Source: an optimization exercise on an open RTL-to-GDS flow (aim: small area). Production flows keep margins and buffers that such runs may drop.
Function was checked by simulation only, so behaviour that the tests miss may differ from the original.
No driver is modelled on the clock port, so clocking that relies on it looks cheaper here than on a real chip.
No activity file was given, so power comes from the tool's default toggle rates.

==> design/flow/design.v <==
`timescale 1ns / 1ps
module MainClock(
	input CP50,  
	input Ctrl24To12,  
	input nCR,EN,  
	input SwitchMHToS,DisplayA,  
	input AdjH,AdjM,  
	output reg LEDAlarm,
	output LED0,
	output reg LEDZ,
	output [3:0] Choose,  
	output reg [6:0] HEX  
    );
reg [2:0] p5;
reg [1:0] sc;       
reg [4:0] q25;
reg hb;
wire stepS = p5[2] & ~p5[1];
wire round = stepS & sc[1] & ~sc[0];
wire q24   = q25[4] & q25[3];
wire half  = round & q24;
wire tick  = half & ~hb;
always @(posedge CP50 or negedge nCR)
	if (~nCR) p5 <= 3'b000;
	else p5 <= {p5[1:0], ~(p5[2] | p5[1])};
always @(posedge CP50 or negedge nCR)
	if (~nCR) sc <= 2'b00;
	else if (stepS) sc <= {sc[0], ~sc[1]};
always @(posedge CP50 or negedge nCR)
	if (~nCR) q25 <= 5'd0;
	else if (round) q25 <= q24 ? 5'd0 : q25 + 5'd1;
always @(posedge CP50 or negedge nCR)
	if (~nCR) hb <= 1'b0;
	else if (half) hb <= ~hb;
assign Choose = {~(sc == 2'b10), ~(sc == 2'b11), ~(sc == 2'b01), ~(sc == 2'b00)};
reg [5:0] sec, mn, amn;    
reg [4:0] hr, ahr;         
wire sec59 = sec[5] & sec[4] & sec[3] & sec[1] & sec[0];
wire min59 = mn[5] & mn[4] & mn[3] & mn[1] & mn[0];
wire amn59 = amn[5] & amn[4] & amn[3] & amn[1] & amn[0];
wire incS  = tick & EN;
wire incM  = tick & ((AdjM & ~DisplayA) | (EN & sec59));
wire incH  = tick & ((AdjH & ~DisplayA) | (EN & sec59 & min59));
wire incAM = tick & AdjM & DisplayA;
wire incAH = tick & AdjH & DisplayA;
always @(posedge CP50 or negedge nCR)
	if (~nCR) sec <= 0;
	else if (incS) sec <= sec59 ? 6'd0 : sec + 6'd1;
always @(posedge CP50 or negedge nCR)
	if (~nCR) mn <= 0;
	else if (incM) mn <= min59 ? 6'd0 : mn + 6'd1;
always @(posedge CP50 or negedge nCR)
	if (~nCR) amn <= 0;
	else if (incAM) amn <= amn59 ? 6'd0 : amn + 6'd1;
always @(posedge CP50 or negedge nCR)
	if (~nCR) hr <= 0;
	else if (incH) hr <= (hr[4] & hr[2] & hr[1] & hr[0]) ? 5'd0 : hr + 5'd1;
always @(posedge CP50 or negedge nCR)
	if (~nCR) ahr <= 0;
	else if (incAH) ahr <= (ahr[4] & ahr[2] & ahr[1] & ahr[0]) ? 5'd0 : ahr + 5'd1;
wire hz = sc[1] & ~sc[0];
wire [4:0] hsel = (DisplayA & ~hz) ? ahr : hr;
wire [4:0] hshow = ~Ctrl24To12 ? hsel :
                   (hsel == 5'd0) ? 5'd12 :
                   (hsel > 5'd12) ? hsel - 5'd12 : hsel;
wire pmH = hr[4] | (hr[3] & hr[2]);
wire pmA = ahr[4] | (ahr[3] & ahr[2]);
assign LED0 = Ctrl24To12 & (DisplayA ? pmA : pmH);
always @(posedge CP50 or negedge nCR)
	if (~nCR) LEDZ <= 1'b0;
	else if (half) LEDZ <= (mn == 6'd0) & (sec < {1'b0, hshow}) & ~LEDZ;
always @(posedge CP50 or negedge nCR)
	if (~nCR) LEDAlarm <= 1'b0;
	else if (half) LEDAlarm <= ({ahr, amn} == {hr, mn}) & ~LEDAlarm;
wire right = ~sc[0];       
wire units = sc[1] ^ sc[0];   
wire [5:0] pv = right ? (DisplayA ? amn : SwitchMHToS ? sec : mn)
                      : ((SwitchMHToS & ~DisplayA) ? mn : {1'b0, hshow});
reg [3:0] pt, pu;
always @(*) begin
	if (pv >= 6'd50) begin pt = 4'd5; pu = pv - 6'd50; end
	else if (pv >= 6'd40) begin pt = 4'd4; pu = pv - 6'd40; end
	else if (pv >= 6'd30) begin pt = 4'd3; pu = pv - 6'd30; end
	else if (pv >= 6'd20) begin pt = 4'd2; pu = pv - 6'd20; end
	else if (pv >= 6'd10) begin pt = 4'd1; pu = pv - 6'd10; end
	else begin pt = 4'd0; pu = pv[3:0]; end
end
reg [3:0] dg;    
always @(posedge CP50 or negedge nCR)
	if (~nCR) dg <= 4'hF;
	else if (stepS) dg <= units ? pu : pt;
always @(*)
	case (dg)
		4'h0: HEX = 7'b1000000;
		4'h1: HEX = 7'b1111001;
		4'h2: HEX = 7'b0100100;
		4'h3: HEX = 7'b0110000;
		4'h4: HEX = 7'b0011001;
		4'h5: HEX = 7'b0010010;
		4'h6: HEX = 7'b0000010;
		4'h7: HEX = 7'b1111000;
		4'h8: HEX = 7'b0000000;
		4'h9: HEX = 7'b0011000;
		4'hA: HEX = 7'b0000101;
		4'hB: HEX = 7'b0110101;
		4'hC: HEX = 7'b0011000;
		4'hD: HEX = 7'b0010011;
		4'hE: HEX = 7'b0000111;
		default: HEX = 7'b1111111;
	endcase
endmodule
==> design/flow/flow/run.sh <==
#!/bin/bash
# Own layout flow: the standard ORFS flow (standard.sh's make call), except
#  - synthesis maps the combinational logic with flow/abc.script and no adder cells
#    (registers come out of the standard synthesis steps unchanged),
#  - ports are buffered with the smallest buffer,
#  - the clock tree is built without dummy loads (flow/cts_args.txt), and its root
#    buffer, which drives only the leaf buffers, is a small one (flow/post_cts.tcl).
set -euo pipefail
W=$(pwd)
export MY_ABC_SCRIPT=$W/flow/abc.script
{ head -n 1 synth_recipe.tcl; cat flow/abc_override.tcl; tail -n +2 synth_recipe.tcl; } > my_synth.tcl
MAKE_LINE=$(grep '^make -C' standard.sh | sed 's/ "\${@:-finish}"$//')
MAKE_LINE=${MAKE_LINE//synth_recipe.tcl/my_synth.tcl}
grep -q my_synth.tcl <<< "$MAKE_LINE"
CTS="$(cat flow/cts_args.txt)"
eval "$MAKE_LINE" ADDER_MAP_FILE= \
  "'BUFFER_PORTS_ARGS=-buffer_cell sky130_fd_sc_hd__buf_1'" \
  "'CTS_ARGS=$CTS'" POST_CTS_TCL=$W/flow/post_cts.tcl finish > flow.log 2>&1
F=$W/orfs/results/sky130hd/MainClock/base
: # left out here: write the final layout as DEF
==> design/flow/flow/abc.script <==
strash
&get -n
&deepsyn -T 30
&dch
&nf -R 1000
&put
topo
==> design/flow/flow/abc_override.tcl <==
# use this flow's own ABC script for the combinational mapping; registers are untouched
proc abc {args} {
  set i [lsearch -exact $args -script]
  if { $i >= 0 } { lset args [expr {$i + 1}] $::env(MY_ABC_SCRIPT) }
  yosys abc {*}$args
}
==> design/flow/flow/cts_args.txt <==
-sink_clustering_enable -repair_clock_nets -dont_use_dummy_load
==> design/flow/flow/post_cts.tcl <==
# The clock tree root only drives the four leaf buffers: use a small buffer for it.
set root [[ord::get_db_block] findInst clkbuf_0_CP50]
if { $root != "NULL" } {
  replace_cell $root sky130_fd_sc_hd__clkbuf_2
  puts "post_cts: root clock buffer resized to clkbuf_2"
}
==> design/flow/standard.sh <==
#!/bin/bash
# synth_recipe.tcl (not shown) runs the flow's synth.tcl, then flattens the netlist and writes it again
# the make line also repeats each setting of config.mk as NAME=value (left out here)
make -C /OpenROAD-flow-scripts/flow DESIGN_CONFIG=/design/flow/config.mk WORK_HOME=/design/flow/orfs CLKGATE_MAP_FILE= SYNTH_SCRIPT=/design/flow/synth_recipe.tcl "${@:-finish}"
==> design/flow/config.mk <==
export PLATFORM = sky130hd
export DESIGN_NAME = MainClock
export DESIGN_NICKNAME = MainClock
export VERILOG_FILES = /design/flow/design.v
export SDC_FILE = /design/flow/constraint.sdc
export NUM_CORES = 4
export LEC_CHECK = 0
export ABC_AREA = 1
export CAP_MARGIN = 20
export CORE_MARGIN = 2
export CORE_UTILIZATION = 40
export SLEW_MARGIN = 20
==> design/flow/constraint.sdc <==
create_clock -name core_clock -period 10.0 [get_ports {CP50}]
set_input_delay 2.0000 -clock core_clock [delete_from_list [all_inputs] [get_ports {CP50}]]
set_output_delay 2.0000 -clock core_clock [all_outputs]
set_load 0.01 [all_outputs]
==> results of run 1 <==
-- cells by family after synthesis --
logic type                 Yosys count  share of synthesized area
muxes                                6                     0.0240
DFF                                 45                      0.451
AOI/OAI and AO/OA                   77                      0.197
and+or+nand+nor                    133                      0.241
buffers and inverters               18                     0.0269
xor gates and xnor gates            16                     0.0559
adders and majority gates            1                    0.00399
-- power groups by stage --
stage	Clock [mW]	Combinational [mW]	Sequential, mW
floorplan	0	0.00951	0.186
global placement	0	0.0173	0.186
detailed placement	0	0.0175	0.186
-- worst max-delay path by stage --
stage / cells past startpoint / endpoint
2_1_floorplan: 14 / dg[2]
3_3_place_gp: 15 / dg[2]
3_5_place_dp: 15 / dg[2]
-- stage by stage --
| step | hold WS, ps | setup slack (ps) | instances | power, mW | util |
|---|---|---|---|---|---|
| after global placement | 333 | 4910 | 393 | 0.203 | 0.449 |
| after floorplan | 331 | 5530 | 296 | 0.195 | - |
| after detailed placement | 336 | 4780 | 393 | 0.203 | 0.449 |
==> impl_metrics.yaml, run 1 <==
run_status:
  outcome: "stopped before the end"
  lastStage: "4_1_cts"
  first-error: "[ERROR STA-0124] instance type 'odb__dbInst' is not an instance."
logic_synthesis:
  synth_top_area_cell: "dfrtp_1"
  synthFlopType: "dfrtp_1"
  ys_async_sr_fraction: 1.00
  ys_seq_area_frac: 0.451
  ys_top_cells_by_area: "dfrtp_1 41%, nor2_1 6.9%, nand2_1 5.2%"
  synth_edf_count: 0
  syn_area_um2: 2510
  synth.top_cell.area_share: 0.409
  yosys.cell_count.top_type: "nor2_1"
  synthDistinctLibCells: 38
  yosys_register_bits: 45
  syn-num-nets: 304
  synth_cells: 296
  synth_commonest_cells: "46 x nor2_1, 41 x dfrtp_1, 35 x nand2_1, 25 x a21oi_1, 18 x clkinv_1"
  ys_warn_count: 1
  avgSynthCellArea_um2: 8.47
floorplanning:
  die_y_um: 83.2
  rows: 28
  io_pins: 22
  die_w_um: 83.2
  initial_core_util: 0.419
place:
  postPlaceCellArea_um2: 2690
  routabilityCongestion: 0.878
  hpwl_mm: 4.27
  port_buffers: 21
clock_tree:
  cts_num_sinks: 45
==> inputs of run 2 (changes only) <==
==> design/flow/flow/post_cts.tcl (replaced) <==
# The clock tree root only drives the four leaf buffers: use a small buffer for it.
set root [get_cells -quiet clkbuf_0_CP50]
if { [llength $root] == 1 } {
  replace_cell $root sky130_fd_sc_hd__clkbuf_2
  puts "post_cts: root clock buffer resized to clkbuf_2"
}
==> run 2 against run 1 <==
Now clean on timing, DRC and antenna. Synthesized area is the same. Synthesized cell count is the same.
==> impl_metrics.yaml, run 2 <==
drt:
  drc: 0
  first_pass_iters: 6
  via_count: 2242
  drtIter0Drc: 222
  via_per_inst: 5.63
  antenna_left: 0
  avgRoutedWirePerCell_um: 14.4
  wirelength_mm: 5.73
logic_synthesis:
  synth-simple-area-share: 0.241
  ys_seq_area_frac: 0.451
  synthMuxAreaShare: 0.0240
  yosys.cell_count.top_type: "nor2_1"
  ys_top_cells_by_area: "dfrtp_1 41%, nor2_1 6.9%, nand2_1 5.2%"
  synthDistinctLibCells: 38
  synth_top_family_by_area: "simple AND/OR/NAND/NOR gates"
  syn_area_um2: 2510
  ys_async_sr_fraction: 1.00
  yosys_register_bits: 45
  synth_fa_ha_area_frac: 0.00399
  ys_warn_count: 1
  synthXorXnorAreaFrac: 0.0559
  synth_cells: 296
  synth_edf_count: 0
  synth_top_area_cell: "dfrtp_1"
  avgSynthCellArea_um2: 8.47
  synthFlopType: "dfrtp_1"
  synth.top_cell.area_share: 0.409
  synth_compound_area_frac: 0.197
  synth_commonest_cells: "46 x nor2_1, 41 x dfrtp_1, 35 x nand2_1, 25 x a21oi_1, 18 x clkinv_1"
  syn-num-nets: 304
global_route:
  grt_use_total: 0.172
  grt.overflow.total: 0
  grt_max_degree: 46
  grt_pass1_wl_mm: 9.76
  antenna_found_initial: 0
  grt_pass1_vias: 2093
worst_setup_path:
  crit_path_start_kind: "primary input"
  cp-end-kind: "register"
  crit_type: "primary input to register"
  cp_data_arrival_time_ps: 5200
  crit_path_max_fanout: 12
  cp_slowest_stage_delay_ps: 450
  required_ps: 10300
  worstPathCellList: "buf_1, nand2_1, mux2i_1, a21o_1, nand2b_1, o21ai_0, and2_0, clkinv_1, nand2_1, nand2b_1, o32ai_1, clkinv_1, nand3_1, o21ai_0, a221o_1"
  crit_slowest_cell: "o21ai_0"
final_layout:
  multi_input_area_um2: 1310
  seqCellArea_um2: 1130
  nets: 333
  drive_gt1_frac: 0.0341
  antennaDiodeCount: 0
  reg_top3: "amn x6, mn x6, sec x6"
  syn_to_final_growth_pct: 9.63
  final_cell_mix: "46 x nor2_1, 41 x dfrtp_1, 35 x nand2_1"
  layout_commonest_cell: "nor2_1"
  fin_area_um2: 2750
  nFillCells: 586
pwr:
  internal_power_mw: 0.226
  clockPowerShare: 0.319
  leakage_nw: 1.17
  p_seq_frac: 0.621
  swShare: 0.228
  power_density_nw_per_um2: 107
  p_switching_mw: 0.0670
  comb_power_share: 0.060
  ir_worst_vdd_mv: 0.0600
timing:
  finalMaxSlewViolations: 0
  clock.fmax_mhz: 204
  setup_violations: 0
  relSlewSlack: 0.591
  rsz0062_at_grt: "false"
  fin_crit_sh: 0.490
  period_minus_slack_ps: 4900
  finalHoldViolCount: 0
  tns_ps: 0
  worst_slew_pin_slew_ps: 607
  skew_ps: 25.8
place:
  routabilityCongestion: 0.878
  port_buffers: 21
  postPlaceCellArea_um2: 2690
  hpwl_mm: 4.27
run_status:
  outcome: "finished clean"
floorplanning:
  dieArea_um2: 6920
  die_w_um: 83.2
  io_pins: 22
  rows: 28
  initial_core_util: 0.419
  die_y_um: 83.2
  core_um2: 5990
clock_tree:
  cts_num_sinks: 45
  cts.reportedPaths.clkPinSlew_ps: 90
  clk_latency_ps: 390
  cts_tree: "yes"
run:
  max_cap_viol_count: 0
min_path:
  hold_path.class: "register to register"
run 2: cell counts after synthesis:
Identical to the previous run, type by type.
run 2: metal layers:
metal  vias to the layer above  wire length (um)  global-route usage
li1                       1128                 -                   -
met1                      1039              2790               0.236
met2                        65              2550               0.280
met3                        10               315              0.0348
met4                         0                73              0.0402
met5                         -                 0                   0
run 2: final timing paths:
path	start	endpoint	slack, ps	cells past startpoint
worst max register to register	sc[0]	hr[3]	5710	12
worst max-delay path	DisplayA	dg[2]	5100	15
max in group asynchronous	nCR	sec[3]	7910	2
worst min register to register	p5[0]	p5[1]	360	0
worst min-delay path	p5[0]	p5[1]	360	0
min in group asynchronous	nCR	amn[4]	1680	2
run 2: power by group through the flow:
stage	Sequential [mW]	Clock (mW)	Combinational [mW]
after global routing	0.182	0.104	0.0203
final	0.182	0.0936	0.0175
after detailed placement	0.186	0	0.0175
after floorplan	0.186	0	0.00951
after global placement	0.186	0	0.0173
run 2: metrics by stage:
stage	instances	setup slack (ps)	hold slack, ps	util	power [mW]
2_1_floorplan	296	5530	331	-	0.195
3_3_place_gp	393	4910	333	0.449	0.203
3_5_place_dp	393	4780	336	0.449	0.203
5_1_grt	398	4770	376	0.459	0.307
6_report	398	5100	359	0.459	0.293
run 2: logic make-up (layout without fill, tap and decap cells):
kind of cell / Yosys count / in the layout
buffers and inverters: 18 / 45
XOR/XNOR: 16 / 16
multiplexers: 6 / 6
AO/OA/AOI/OAI: 77 / 77
AND/OR/NAND/NOR: 133 / 133
flip-flops: 45 / 45
adder cells (fa/ha/maj): 1 / 1
run 2: worst max-delay path: cells and delay by family:
kind	cells	cell delay [ps]
AND/OR/NAND/NOR	6	1040
AO/OA/AOI/OAI	5	1290
buffers and inverters	3	610
multiplexers	1	260
run 2: cell type report:
type                            count  area share
Timing Repair Buffer               22      0.0319
Clock buffer                        5      0.0218
Inverter                           18      0.0246
Tap cell                           75      0.0341
Sequential cell                    45       0.411
Multi-Input combinational cell    233       0.476
==> inputs of run 3 (changes only) <==
--- a/design/flow/flow/run.sh
+++ b/design/flow/flow/run.sh
@@ -4,7 +4,8 @@
 #    (registers come out of the standard synthesis steps unchanged),
 #  - ports are buffered with the smallest buffer,
 #  - the clock tree is built without dummy loads (flow/cts_args.txt), and its root
-#    buffer, which drives only the leaf buffers, is a small one (flow/post_cts.tcl).
+#    buffer, which drives only the leaf buffers, is a small one, and the leaves are
+#    buf_6 (flow/post_cts.tcl).
 set -euo pipefail
 W=$(pwd)
 export MY_ABC_SCRIPT=$W/flow/abc.script
--- a/design/flow/flow/post_cts.tcl
+++ b/design/flow/flow/post_cts.tcl
@@ -4,3 +4,8 @@
   replace_cell $root sky130_fd_sc_hd__clkbuf_2
   puts "post_cts: root clock buffer resized to clkbuf_2"
 }
+# The leaf buffers: buf_6 drives about as strongly as clkbuf_8 and is smaller.
+foreach leaf [get_cells -quiet clkbuf_*_*__f_CP50] {
+  replace_cell $leaf sky130_fd_sc_hd__buf_6
+  puts "post_cts: [get_full_name $leaf] resized to buf_6"
+}
==> run 3 against run 2 <==
Largest power group unchanged. Utilization fell by 0.17 points. Clock power shrank 5.4%. Still clean. Non-clock buffer count did not move. Die area did not move. Fmax down 0.81%. Register-to-register slack worse by 20 ps. Highest routed layer unchanged. First-iteration DRC count decreased by 13%. Sequential share of layout area increased by 0.15 points.
==> impl_metrics.yaml, run 3 <==
run_status:
  outcome: "finished clean"
logic_synthesis:
  ys_top_cells_by_area: "dfrtp_1 41%, nor2_1 6.9%, nand2_1 5.2%"
  synth_cells: 296
  yosys_register_bits: 45
  avgSynthCellArea_um2: 8.47
  ys_async_sr_fraction: 1.00
  syn-num-nets: 304
  ys_warn_count: 1
  synth_edf_count: 0
  synthDistinctLibCells: 38
  syn_area_um2: 2510
  ys_seq_area_frac: 0.451
  synth_commonest_cells: "46 x nor2_1, 41 x dfrtp_1, 35 x nand2_1, 25 x a21oi_1, 18 x clkinv_1"
  synth.top_cell.area_share: 0.409
  synthFlopType: "dfrtp_1"
  yosys.cell_count.top_type: "nor2_1"
  synth_top_area_cell: "dfrtp_1"
worst_setup_path:
  crit_path_start_kind: "primary input"
  required_ps: 10280
  cp_slowest_stage_delay_ps: 450
  timing.rr.start: "sc[0]"
  setup.worst_path.start: "DisplayA"
  critPathTopFamily: "compound AO/OA/AOI/OAI gates"
  crit_path_max_fanout: 12
  cp_data_arrival_time_ps: 5220
  cp-end-kind: "register"
  cp.buffers_inverters: 3
  r2r_slack_ps: 5690
  crit_slowest_cell: "o21ai_0"
  worstPathCellList: "buf_1, nand2_1, mux2i_1, a21o_1, nand2b_1, o21ai_0, and2_0, clkinv_1, nand2_1, nand2b_1, o32ai_1, clkinv_1, nand3_1, o21ai_0, a221o_1"
  crit_type: "primary input to register"
global_route:
  grt_use_total: 0.172
  grt_use_met3: 0.0348
  globalRouteMet1Util: 0.235
  use_met2: 0.282
  busiest_layer: "met2"
  grt_pass1_vias: 2097
  antenna_found_initial: 0
  grt_pass1_wl_mm: 9.76
  grt_max_degree: 46
  grt.overflow.total: 0
timing:
  setup_violations: 0
  skew_ps: 26.3
  finalHoldViolCount: 0
  fin_crit_sh: 0.494
  worst_slew_pin_slew_ps: 615
  tns_ps: 0
  period_minus_slack_ps: 4940
  relSlewSlack: 0.585
  fin_ws_ps: 5060
  clock.fmax_mhz: 202
  rsz0062_at_grt: "false"
  finalMaxSlewViolations: 0
floorplanning:
  core_um2: 5990
  die_y_um: 83.2
  rows: 28
  dieArea_um2: 6920
  die_w_um: 83.2
  io_pins: 22
  initial_core_util: 0.419
min_path:
  hold_path.class: "register to register"
  hp-start: "p5[0]"
drt:
  wirelength_mm: 5.73
  antenna_left: 0
  via_per_inst: 5.62
  drtIter0Drc: 193
  avgRoutedWirePerCell_um: 14.4
  first_pass_iters: 4
  drc: 0
  via_count: 2238
place:
  routabilityCongestion: 0.878
  hpwl_mm: 4.27
  port_buffers: 21
  dp_cells: 393
  place_ws_ps: 4780
final_layout:
  syn_to_final_growth_pct: 9.23
  seqCellArea_um2: 1130
  nets: 333
  nFillCells: 589
  instances_no_fill: 398
  layout_commonest_cell: "nor2_1"
  final_cell_mix: "46 x nor2_1, 41 x dfrtp_1, 35 x nand2_1"
  final_util: 0.457
  reg_top3: "amn x6, mn x6, sec x6"
  drive_gt1_frac: 0.0341
  antennaDiodeCount: 0
  multi_input_area_um2: 1310
clock_tree:
  cts_tree: "yes"
  clk_latency_ps: 360
  cts.reportedPaths.clkPinSlew_ps: 100
  cts_num_sinks: 45
run:
  max_cap_viol_count: 0
pwr:
  power_density_nw_per_um2: 105
  ir_worst_vdd_mv: 0.0544
  leakage_nw: 1.17
==> run 3: cell counts after synthesis <==
No cell type changed its count.
==> run 3: kinds of logic after synthesis <==
kind of cell / count (synthesis) / share of synthesized area
xor+xnor: 16 / 0.0559
mux: 6 / 0.0240
compound gates: 77 / 0.197
buf+inv: 18 / 0.0269
flops: 45 / 0.451
simple gates: 133 / 0.241
fa+ha+maj: 1 / 0.00399
==> run 3: final timing paths <==
kind / end / cells after the start
worst max-delay path: dg[2] / 15
worst min-delay path: p5[1] / 0
worst max register to register: hr[3] / 12
worst min register to register: p5[1] / 0
max in group asynchronous: sec[3] / 2
min in group asynchronous: q25[1] / 2
==> run 3: metrics by stage <==
stage,hold slack (ps),total power [mW],cell area (um^2)
after floorplan,331,0.195,2510
after global placement,333,0.203,2690
after detailed placement,336,0.203,2690
after global routing,379,0.302,2740
final,361,0.288,2740
==> run 3: layout make-up <==
| cell class | instances | share of cell area |
|---|---|---|
| well taps | 75 | 0.0343 |
| flip-flops and latches | 45 | 0.413 |
| multi-input cells | 233 | 0.478 |
| repair buffers | 22 | 0.0320 |
| inverters | 18 | 0.0247 |
| clock buffers | 5 | 0.0183 |
==> run 3: power by group <==
| part | switching [mW] | internal (mW) | total (mW) | leakage (nW) |
|---|---|---|---|---|
| clock network | 0.0553 | 0.0332 | 0.0885 | 0.0284 |
| registers | 0 | 0.182 | 0.182 | 0.590 |
| logic | 0.0115 | 0.00592 | 0.0175 | 0.550 |
==> run 3: per-layer routing <==
| metal | up-vias | share of wire |
|---|---|---|
| met2 | 63 | 0.45 |
| met4 | 0 | 0.0092 |
| met1 | 1038 | 0.48 |
| met5 | - | 0 |
| li1 | 1129 | - |
| met3 | 8 | 0.054 |
==> inputs of run 4 (changes only) <==
--- a/design/flow/flow/run.sh
+++ b/design/flow/flow/run.sh
@@ -5,7 +5,8 @@
 #  - ports are buffered with the smallest buffer,
 #  - the clock tree is built without dummy loads (flow/cts_args.txt), and its root
 #    buffer, which drives only the leaf buffers, is a small one, and the leaves are
-#    buf_6 (flow/post_cts.tcl).
+#    buf_6 (flow/post_cts.tcl),
+#  - the reset port buffer drives the resets itself (flow/post_resize.tcl).
 set -euo pipefail
 W=$(pwd)
 export MY_ABC_SCRIPT=$W/flow/abc.script
@@ -16,6 +17,6 @@
 CTS="$(cat flow/cts_args.txt)"
 eval "$MAKE_LINE" ADDER_MAP_FILE= \
   "'BUFFER_PORTS_ARGS=-buffer_cell sky130_fd_sc_hd__buf_1'" \
-  "'CTS_ARGS=$CTS'" POST_CTS_TCL=$W/flow/post_cts.tcl finish > flow.log 2>&1
+  "'CTS_ARGS=$CTS'" POST_CTS_TCL=$W/flow/post_cts.tcl POST_RESIZE_TCL=$W/flow/post_resize.tcl finish > flow.log 2>&1
 F=$W/orfs/results/sky130hd/MainClock/base
 : # left out here: write the final layout as DEF
==> design/flow/flow/abc.script (replaced) <==
strash
&get -n
&deepsyn -T 30
&dch -f
&nf -R 1000 -a
&put
topo
==> design/flow/flow/post_resize.tcl (new file) <==
# The reset port's buffer drives only one more buffer, which drives the registers'
# resets: drop that second buffer and give the port buffer its size instead.
set block [ord::get_db_block]
set pnet [$block findNet nCR]
set pbs {}
foreach it [$pnet getITerms] { lappend pbs [$it getInst] }
if { [llength $pbs] == 1 } {
  set pb [lindex $pbs 0]
  set onet ""
  foreach it [$pb getITerms] { if { [$it isOutputSignal] } { set onet [$it getNet] } }
  if { $onet != "" && $onet != "NULL" } {
    set loads {}
    foreach it [$onet getITerms] { if { [$it getInst] != $pb } { lappend loads [$it getInst] } }
    if { [llength $loads] == 1 } {
      set b [lindex $loads 0]
      set m [[$b getMaster] getName]
      if { [regexp {^sky130_fd_sc_hd__(clk)?buf_[0-9]+$} $m] } {
        set bname [$b getName]
        set pbname [$pb getName]
        remove_buffers [get_cells $bname]
        replace_cell [get_cells $pbname] $m
        puts "post_resize: removed $bname, reset port buffer $pbname is now $m"
      }
    }
  }
}
==> run 4 against run 3 <==
Via count is 1.2% higher. Clock skew fell by 12 ps. Wire length grew 1.1%. Synthesized cell count is 0.68% lower. Non-clock buffer count decreased by 1. Cell area hardly changed.
==> impl_metrics.yaml, run 4 <==
run_status:
  outcome: "finished clean"
worst_setup_path:
  crit_type: "primary input to output pin"
  required_ps: 8000
  crit_slowest_cell: "buf_1"
  timing.rr.end: "hr[3]"
  reg2reg_depth: 12
  crit_path_start_kind: "primary input"
  cp-end-kind: "output pin"
  crit_path_max_fanout: 9
  timing.rr.start: "sc[0]"
  r2r_slack_ps: 6140
  cp_slowest_stage_delay_ps: 290
  worstPathCellList: "buf_1, clkinv_1, nand2_1, nand2_1, a31oi_1, buf_1"
  cp_data_arrival_time_ps: 2990
place:
  routabilityCongestion: 0.886
  place_ws_ps: 4990
  hpwl_mm: 4.28
  port_buffers: 21
floorplanning:
  core_um2: 5990
  initial_core_util: 0.419
  io_pins: 22
  dieArea_um2: 6920
  rows: 28
  die_y_um: 83.2
  die_w_um: 83.2
timing:
  relSlewSlack: 0.559
  finalMaxSlewViolations: 0
  fin_crit_sh: 0.499
  finalHoldViolCount: 0
  rsz0062_at_grt: "false"
  fin_ws_ps: 5010
  period_minus_slack_ps: 4990
  skew_ps: 14.5
  clock.fmax_mhz: 201
  setup_violations: 0
  tns_ps: 0
  worst_slew_pin_slew_ps: 654
drt:
  drtIter0Drc: 152
  first_pass_iters: 4
  via_count: 2265
  wirelength_mm: 5.79
  via_per_inst: 5.73
  avgRoutedWirePerCell_um: 14.7
  antenna_left: 0
  drc: 0
logic_synthesis:
  synth.top_cell.area_share: 0.409
  syn_area_um2: 2510
  yosys.cell_count.top_type: "nor2_1"
  synth_cells: 294
  ys_seq_area_frac: 0.451
  synth_top_area_cell: "dfrtp_1"
  yosys_register_bits: 45
  syn-num-nets: 302
  ys_top_cells_by_area: "dfrtp_1 41%, nor2_1 7.0%, a21oi_1 6.2%"
  ys_async_sr_fraction: 1.00
  synth_edf_count: 0
  synthFlopType: "dfrtp_1"
  synth_commonest_cells: "47 x nor2_1, 41 x dfrtp_1, 31 x a21oi_1, 29 x nand2_1, 14 x o21ai_0"
  synthDistinctLibCells: 39
  ys_warn_count: 1
  avgSynthCellArea_um2: 8.54
clock_tree:
  clk_latency_ps: 360
  cts.reportedPaths.clkPinSlew_ps: 80
  cts_num_sinks: 45
  cts_tree: "yes"
min_path:
  hold_path_end: "p5[1]"
  hp-start: "p5[0]"
  hold_depth: 0
  hold_path.class: "register to register"
pwr:
  power_mw: 0.290
  power_density_nw_per_um2: 106
  ir_worst_vdd_mv: 0.0597
  leakage_nw: 1.16
final_layout:
  reg_top3: "amn x6, mn x6, sec x6"
  layout_commonest_cell: "nor2_1"
  seqCellArea_um2: 1130
  drive_gt1_frac: 0.0313
  final_cell_mix: "47 x nor2_1, 41 x dfrtp_1, 31 x a21oi_1"
  antennaDiodeCount: 0
  nFillCells: 595
  multi_input_area_um2: 1330
  syn_to_final_growth_pct: 9.02
  nets: 330
global_route:
  grt_use_total: 0.175
  grt_pass1_vias: 2049
  grt_max_degree: 46
  antenna_found_initial: 0
  grt.overflow.total: 0
  grt_pass1_wl_mm: 9.98
run:
  max_cap_viol_count: 0
[run 4: changes by cell type in the layout (fill, tap and decap cells not counted), sizes merged, moves of 2 or more]
cell / previous run / this run
a21oi: 25 / 31
a221oi: 1 / 3
a222oi: 4 / 2
a31oi: 11 / 9
a32oi: 2 / 0
and3: 5 / 7
clkinv: 18 / 13
nand2: 35 / 29
nand3: 10 / 8
o21ai: 12 / 14
[run 4: power by group]
part	internal [mW]	total [mW]	switching, mW
clock	0.0333	0.0915	0.0582
sequential	0.182	0.182	0
combinational	0.00493	0.0163	0.0114
[run 4: cell type report]
type,instances,area share
Clock buffer,5,0.0183
Timing Repair Buffer,21,0.0302
Tap cell,75,0.0343
Multi-Input combinational cell,236,0.486
Sequential cell,45,0.413
Inverter,13,0.0178
[run 4: through the flow]
step	std cells	area [um^2]	hold slack, ps	util
3_5_place_dp	390	2690	344	0.448
5_1_grt	395	2740	375	0.457
6_report	395	2740	354	0.457
3_3_place_gp	391	2690	333	0.449
2_1_floorplan	294	2510	331	-
[run 4: worst max-delay path by stage]
stage / slack [ps] / to / start
finish: 5010 / LED0 / DisplayA
global placement: 5060 / LED0 / DisplayA
floorplan: 5570 / LED0 / DisplayA
detailed placement: 4990 / dg[2] / DisplayA
global route: 4840 / LED0 / DisplayA
[run 4: worst max-delay path, delay by kind of cell]
kind                   cells  cell delay, ps
AO/OA/AOI/OAI              1             140
buffers and inverters      3             700
AND/OR/NAND/NOR            2             160
[run 4: cells by family after synthesis]
logic type | share of synthesized area
xor gates and xnor gates | 0.0523
DFF | 0.451
and+or+nand+nor | 0.242
buffers and inverters | 0.0194
muxes | 0.0239
AOI/OAI and AO/OA | 0.203
adders and majority gates | 0.00798
[run 4: layer usage]
layer	share of wire	vias to the layer above	global-route usage
met5	0	-	0
met2	0.45	52	0.272
met3	0.045	9	0.0378
li1	-	1126	-
met4	0.015	0	0.0402
met1	0.49	1078	0.250
==> inputs of run 5 (changes only) <==
==> design/flow/flow/abc.script (replaced) <==
strash
&get -n
&deepsyn -T 30
&dch
&nf -R 1000
&put
topo
==> run 5 against run 4 <==
Via count fell by 1.5%. Critical path depth rose by 9. Power fell by 0.44%. Largest power group unchanged. Largest cell class unchanged. Combinational power rose by 6%.
==> impl_metrics.yaml, run 5 <==
run_status:
  outcome: "finished clean"
logic_synthesis:
  avgSynthCellArea_um2: 8.47
  syn-num-nets: 304
  yosys.cell_count.top_type: "nor2_1"
  synthDistinctLibCells: 38
  ys_warn_count: 1
  synth_edf_count: 0
  ys_top_cells_by_area: "dfrtp_1 41%, nor2_1 6.9%, nand2_1 5.2%"
  synth_commonest_cells: "46 x nor2_1, 41 x dfrtp_1, 35 x nand2_1, 25 x a21oi_1, 18 x clkinv_1"
  synth.top_cell.area_share: 0.409
  synthFlopType: "dfrtp_1"
  synth_cells: 296
  synth_top_area_cell: "dfrtp_1"
  ys_async_sr_fraction: 1.00
  syn_area_um2: 2510
  ys_seq_area_frac: 0.451
  yosys_register_bits: 45
timing:
  fin_ws_ps: 5050
  finalHoldViolCount: 0
  skew_ps: 26.5
  clock.fmax_mhz: 202
  period_minus_slack_ps: 4950
  tns_ps: 0
  relSlewSlack: 0.601
  rsz0062_at_grt: "false"
  fin_crit_sh: 0.495
  setup_violations: 0
  worst_slew_pin_slew_ps: 593
  finalMaxSlewViolations: 0
global_route:
  grt_use_total: 0.170
  grt.overflow.total: 0
  antenna_found_initial: 0
  grt_pass1_vias: 2042
  grt_max_degree: 46
  grt_pass1_wl_mm: 9.61
final_layout:
  nFillCells: 584
  seqCellArea_um2: 1130
  antennaDiodeCount: 0
  multi_input_area_um2: 1310
  instances_no_fill: 397
  nets: 332
  final_cell_mix: "46 x nor2_1, 41 x dfrtp_1, 35 x nand2_1"
  drive_gt1_frac: 0.0311
  reg_top3: "amn x6, mn x6, sec x6"
  syn_to_final_growth_pct: 9.03
  fin_area_um2: 2730
  layout_commonest_cell: "nor2_1"
floorplanning:
  core_um2: 5990
  die_w_um: 83.2
  io_pins: 22
  die_y_um: 83.2
  rows: 28
  dieArea_um2: 6920
  initial_core_util: 0.419
clock_tree:
  cts_num_sinks: 45
  cts.reportedPaths.clkPinSlew_ps: 100
  clk_latency_ps: 370
  cts_tree: "yes"
worst_setup_path:
  cp-end-kind: "register"
  crit_path_max_fanout: 12
  cp_data_arrival_time_ps: 5230
  reg2reg_depth: 12
  crit_path_start_kind: "primary input"
  required_ps: 10270
  crit_type: "primary input to register"
drt:
  antenna_left: 0
  via_per_inst: 5.62
  avgRoutedWirePerCell_um: 14.2
  drtIter0Drc: 192
  first_pass_iters: 5
  drc: 0
  wirelength_mm: 5.65
  via_count: 2231
pwr:
  ir_worst_vdd_mv: 0.0567
  leakage_nw: 1.16
  power_mw: 0.289
  power_density_nw_per_um2: 106
place:
  routabilityCongestion: 0.878
  port_buffers: 21
  postPlaceCellArea_um2: 2680
  place_ws_ps: 4780
  hpwl_mm: 4.24
  dp_cells: 392
run:
  max_cap_viol_count: 0
min_path:
  hold_depth: 0
  hold_path.class: "register to register"
## run 5: cell families (layout without fill, tap and decap cells)
family                     Yosys count  in the layout  synth area share
xor gates and xnor gates            16             16            0.0559
adders and majority gates            1              1           0.00399
AOI/OAI and AO/OA                   77             77             0.197
buffers and inverters               18             44            0.0269
and+or+nand+nor                    133            133             0.241
muxes                                6              6            0.0240
DFF                                 45             45             0.451
## run 5: layer usage
| layer | track usage | wire length (um) | vias to the layer above |
|---|---|---|---|
| met5 | 0 | 0 | - |
| met4 | 0.0551 | 138 | 0 |
| met3 | 0.0308 | 239 | 13 |
| met2 | 0.262 | 2470 | 58 |
| met1 | 0.243 | 2800 | 1039 |
| li1 | - | - | 1121 |
## run 5: path summary, 6_finish.rpt
| path | start | slack (ps) | end |
|---|---|---|---|
| max | DisplayA | 5050 | dg[2] |
| min | p5[0] | 360 | p5[1] |
| max reg2reg | sc[0] | 5700 | hr[3] |
| min reg2reg | p5[0] | 360 | p5[1] |
| max in group asynchronous | nCR | 7960 | dg[0] |
| min in group asynchronous | nCR | 1620 | mn[4] |
## run 5: critical path, cell delays in order
cell	delay (ps)
buf_1	350
nand2_1	290
mux2i_1	400
nand3_1	200
nand2_1	110
nor2_1	40
o22ai_1	180
a31oi_1	100
o211ai_1	420
nand2_1	170
o32ai_1	340
clkinv_1	140
nand3_1	90
o21ai_0	80
a221o_1	320
## run 5: cell type report
cell class,count,share of cell area
timing repair buffer,21,0.0302
multi-input combinational,233,0.479
inverter,18,0.0247
tap,75,0.0343
sequential,45,0.414
clock buffer,5,0.0183
## run 5: where the power goes
group          total (mW)  internal [mW]  switching [mW]
clock network      0.0892         0.0332          0.0560
registers           0.182          0.182               0
logic              0.0172        0.00578          0.0115
total               0.289          0.221          0.0675
## run 5: per-stage QoR
step / utilization / hold WS (ps)
after global routing: 0.456 / 379
after global placement: 0.449 / 333
after floorplan: - / 331
after detailed placement: 0.448 / 336
final: 0.456 / 361
==> inputs of run 6 (changes only) <==
--- a/design/flow/flow/run.sh
+++ b/design/flow/flow/run.sh
@@ -1,6 +1,7 @@
 #!/bin/bash
 # Own layout flow: the standard ORFS flow (standard.sh's make call), except
-#  - synthesis maps the combinational logic with flow/abc.script and no adder cells
+#  - synthesis maps the combinational logic with each of flow/abc*.script, keeps the
+#    smallest result, and uses no adder cells
 #    (registers come out of the standard synthesis steps unchanged),
 #  - ports are buffered with the smallest buffer,
 #  - the clock tree is built without dummy loads (flow/cts_args.txt), and its root
@@ -9,7 +10,7 @@
 #  - the reset port buffer drives the resets itself (flow/post_resize.tcl).
 set -euo pipefail
 W=$(pwd)
-export MY_ABC_SCRIPT=$W/flow/abc.script
+export MY_ABC_SCRIPTS="$W/flow/abc1.script $W/flow/abc2.script $W/flow/abc3.script $W/flow/abc4.script"
 { head -n 1 synth_recipe.tcl; cat flow/abc_override.tcl; tail -n +2 synth_recipe.tcl; } > my_synth.tcl
 MAKE_LINE=$(grep '^make -C' standard.sh | sed 's/ "\${@:-finish}"$//')
 MAKE_LINE=${MAKE_LINE//synth_recipe.tcl/my_synth.tcl}
==> design/flow/flow/abc1.script (new file) <==
strash
&get -n
&deepsyn -T 30
&dch
&nf -R 1000
&put
topo
==> design/flow/flow/abc2.script (new file) <==
strash
&get -n
&deepsyn -T 30
&dch -f
&nf -R 1000 -a
&put
topo
==> design/flow/flow/abc3.script (new file) <==
strash
&get -n
&deepsyn -T 30
&put
dch -f
amap
topo
==> design/flow/flow/abc4.script (new file) <==
strash
&get -n
&deepsyn -T 30
&dch -f
&nf -R 1000
&put
topo
==> design/flow/flow/abc_override.tcl (replaced) <==
# Map the combinational logic with each of this flow's ABC scripts (MY_ABC_SCRIPTS) in
# turn and keep the smallest result. ABC never touches the registers.
proc my_abc_area { } {
  set f $::env(OBJECTS_DIR)/my_abc_stat.txt
  set libs {}
  foreach lib $::env(LIB_FILES) { lappend libs -liberty $lib }
  yosys tee -q -o $f stat {*}$libs
  set fh [open $f r]; set txt [read $fh]; close $fh
  if { [regexp {Chip area for module[^:]*:\s*([0-9.]+)} $txt -> a] } { return $a }
  return 1e12
}
proc abc {args} {
  set i [lsearch -exact $args -script]
  if { $i < 0 } { yosys abc {*}$args; return }
  yosys design -save my_pre_abc
  set best ""
  set best_area 1e12
  foreach script $::env(MY_ABC_SCRIPTS) {
    yosys design -load my_pre_abc
    lset args [expr {$i + 1}] $script
    yosys abc {*}$args
    set a [my_abc_area]
    puts "my_abc: $script area $a"
    if { $a < $best_area } { set best_area $a; set best $script }
  }
  yosys design -load my_pre_abc
  lset args [expr {$i + 1}] $best
  yosys abc {*}$args
  puts "my_abc: kept $best area [my_abc_area]"
}
removed: design/flow/flow/abc.script
==> run 6 against run 5 <==
Utilization unchanged. Wire length unchanged. Critical path type unchanged. Clock skew unchanged. Sequential cell count is the same. Sequential power is essentially flat. Synthesized cell count is the same.
==> impl_metrics.yaml, run 6 <==
drt:
  antenna_left: 0
  first_pass_iters: 5
  wirelength_mm: 5.65
  via_per_inst: 5.62
  avgRoutedWirePerCell_um: 14.2
  drtIter0Drc: 192
  drc: 0
  via_count: 2231
final_layout:
  reg_top3: "amn x6, mn x6, sec x6"
  final_cell_mix: "46 x nor2_1, 41 x dfrtp_1, 35 x nand2_1"
  antennaDiodeCount: 0
  multi_input_area_um2: 1310
  nets: 332
  nFillCells: 584
  drive_gt1_frac: 0.0311
  seqCellArea_um2: 1130
  instances_no_fill: 397
  layout_commonest_cell: "nor2_1"
  syn_to_final_growth_pct: 9.03
  fin_area_um2: 2730
  final_util: 0.456
timing:
  rsz0062_at_grt: "false"
  relSlewSlack: 0.601
  setup_violations: 0
  worst_slew_pin_slew_ps: 593
  finalMaxSlewViolations: 0
  finalHoldViolCount: 0
  tns_ps: 0
  clock.fmax_mhz: 202
  skew_ps: 26.5
  fin_ws_ps: 5050
  period_minus_slack_ps: 4950
  whs_ps: 361
  fin_crit_sh: 0.495
clock_tree:
  clk_latency_ps: 370
  cts.reportedPaths.clkPinSlew_ps: 100
  cts_tree: "yes"
  cts_num_sinks: 45
worst_setup_path:
  crit_path_max_fanout: 12
  crit_path_start_kind: "primary input"
  cp-end-kind: "register"
  required_ps: 10270
  cp_data_arrival_time_ps: 5230
  reg2reg_depth: 12
  crit_type: "primary input to register"
  timing.rr.start: "sc[0]"
  setup.worst_path.start: "DisplayA"
  crit_end: "dg[2]"
  timing.rr.end: "hr[3]"
  r2r_slack_ps: 5700
pwr:
  power_density_nw_per_um2: 106
  leakage_nw: 1.16
  ir_worst_vdd_mv: 0.0567
  power_mw: 0.289
floorplanning:
  die_y_um: 83.2
  rows: 28
  core_um2: 5990
  io_pins: 22
  dieArea_um2: 6920
  initial_core_util: 0.419
  die_w_um: 83.2
run:
  max_cap_viol_count: 0
logic_synthesis:
  synthFlopType: "dfrtp_1"
  synth.top_cell.area_share: 0.409
  synthDistinctLibCells: 38
  ys_top_cells_by_area: "dfrtp_1 41%, nor2_1 6.9%, nand2_1 5.2%"
  syn-num-nets: 304
  synth_edf_count: 0
  yosys.cell_count.top_type: "nor2_1"
  syn_area_um2: 2510
  yosys_register_bits: 45
  synth_commonest_cells: "46 x nor2_1, 41 x dfrtp_1, 35 x nand2_1, 25 x a21oi_1, 18 x clkinv_1"
  ys_async_sr_fraction: 1.00
  synth_cells: 296
  synth_top_area_cell: "dfrtp_1"
  ys_seq_area_frac: 0.451
  avgSynthCellArea_um2: 8.47
  ys_warn_count: 1
place:
  port_buffers: 21
  postPlaceCellArea_um2: 2680
  place_ws_ps: 4780
  hpwl_mm: 4.24
  routabilityCongestion: 0.878
  dp_cells: 392
global_route:
  grt_use_total: 0.170
  grt_pass1_vias: 2042
  grt_max_degree: 46
  grt_pass1_wl_mm: 9.61
  antenna_found_initial: 0
  grt.overflow.total: 0
min_path:
  hold_path.class: "register to register"
  hp-start: "p5[0]"
run_status:
  outcome: "finished clean"
## run 6: cell counts in the layout (fill, tap and decap cells not counted)
No cell type changed its count.
## run 6: area by class of cell
| cell class | instances | area share |
|---|---|---|
| Clock buffer | 5 | 0.0183 |
| Multi-Input combinational cell | 233 | 0.479 |
| Inverter | 18 | 0.0247 |
| Tap cell | 75 | 0.0343 |
| Sequential cell | 45 | 0.414 |
| Timing Repair Buffer | 21 | 0.0302 |
## run 6: per-layer routing
layer	up-vias	part of all wire	GRT usage
met5	-	0	0
met4	0	0.024	0.0551
met3	13	0.042	0.0308
met2	58	0.44	0.262
met1	1039	0.50	0.243
li1	1121	-	-
## run 6: report_power, final
group          switching [mW]  leakage [nW]  internal [mW]  total (mW)
clock network          0.0560        0.0284         0.0332      0.0892
logic                  0.0115         0.546        0.00578      0.0172
registers                   0         0.590          0.182       0.182
## run 6: logic make-up (layout without fill, tap and decap cells)
| family | after synthesis | in the layout | synth area share |
|---|---|---|---|
| AOI/OAI and AO/OA | 77 | 77 | 0.197 |
| xor gates and xnor gates | 16 | 16 | 0.0559 |
| adders and majority gates | 1 | 1 | 0.00399 |
| buffers and inverters | 18 | 44 | 0.0269 |
| DFF | 45 | 45 | 0.451 |
| muxes | 6 | 6 | 0.0240 |
| and+or+nand+nor | 133 | 133 | 0.241 |
## run 6: worst min-delay path by stage
| stage | cells after the start | to |
|---|---|---|
| after global placement | 0 | p5[1] |
| after floorplan | 0 | p5[1] |
| after detailed placement | 0 | p5[1] |
| final | 0 | p5[1] |
| after global routing | 0 | p5[1] |
## run 6: worst max-delay path: stages
cell      delay [ps]
buf_1            350
nand2_1          290
mux2i_1          400
nand3_1          200
nand2_1          110
nor2_1            40
o22ai_1          180
a31oi_1          100
o211ai_1         420
nand2_1          170
o32ai_1          340
clkinv_1         140
nand3_1           90
o21ai_0           80
a221o_1          320

re-timing with driven ports:
Ports are ideal in the flow. The routed layouts listed here were re-timed in OpenROAD. Step 1, drivers: a clkbuf_16 drives CP50 and a buf_2 each remaining input, both assumed. Step 2 times the ports against the registers' clock, not the clock port: input delays grow and output delays shrink by t, the midpoint of the rising clock arrivals with the driver on. a / b / c = no drivers / after step 1 / after step 2; a / b = the first two.
run	shift t [ns]	slack for setup (ns)	worst register clock-pin slew, ns	worst slew at a driven data input, ns	pins driven straight from the clock port
run 2	0.401	5.098 / 5.097 / 4.695	0.09 / 0.09	0.03	1
run 3	0.377	5.058 / 5.057 / 4.680	0.10 / 0.10	0.03	1
run 4	0.380	5.013 / 4.985 / 4.890	0.09 / 0.09	0.03	1
run 5	0.380	5.048 / 5.048 / 4.668	0.10 / 0.10	0.03	1
run 6	0.380	5.048 / 5.048 / 4.668	0.10 / 0.10	0.03	1
After both steps setup and hold are still met in every run listed. For run 2, which loses most, drivers alone change the setup slack by -0.001 ns; drivers and shift together by -0.403 ns.
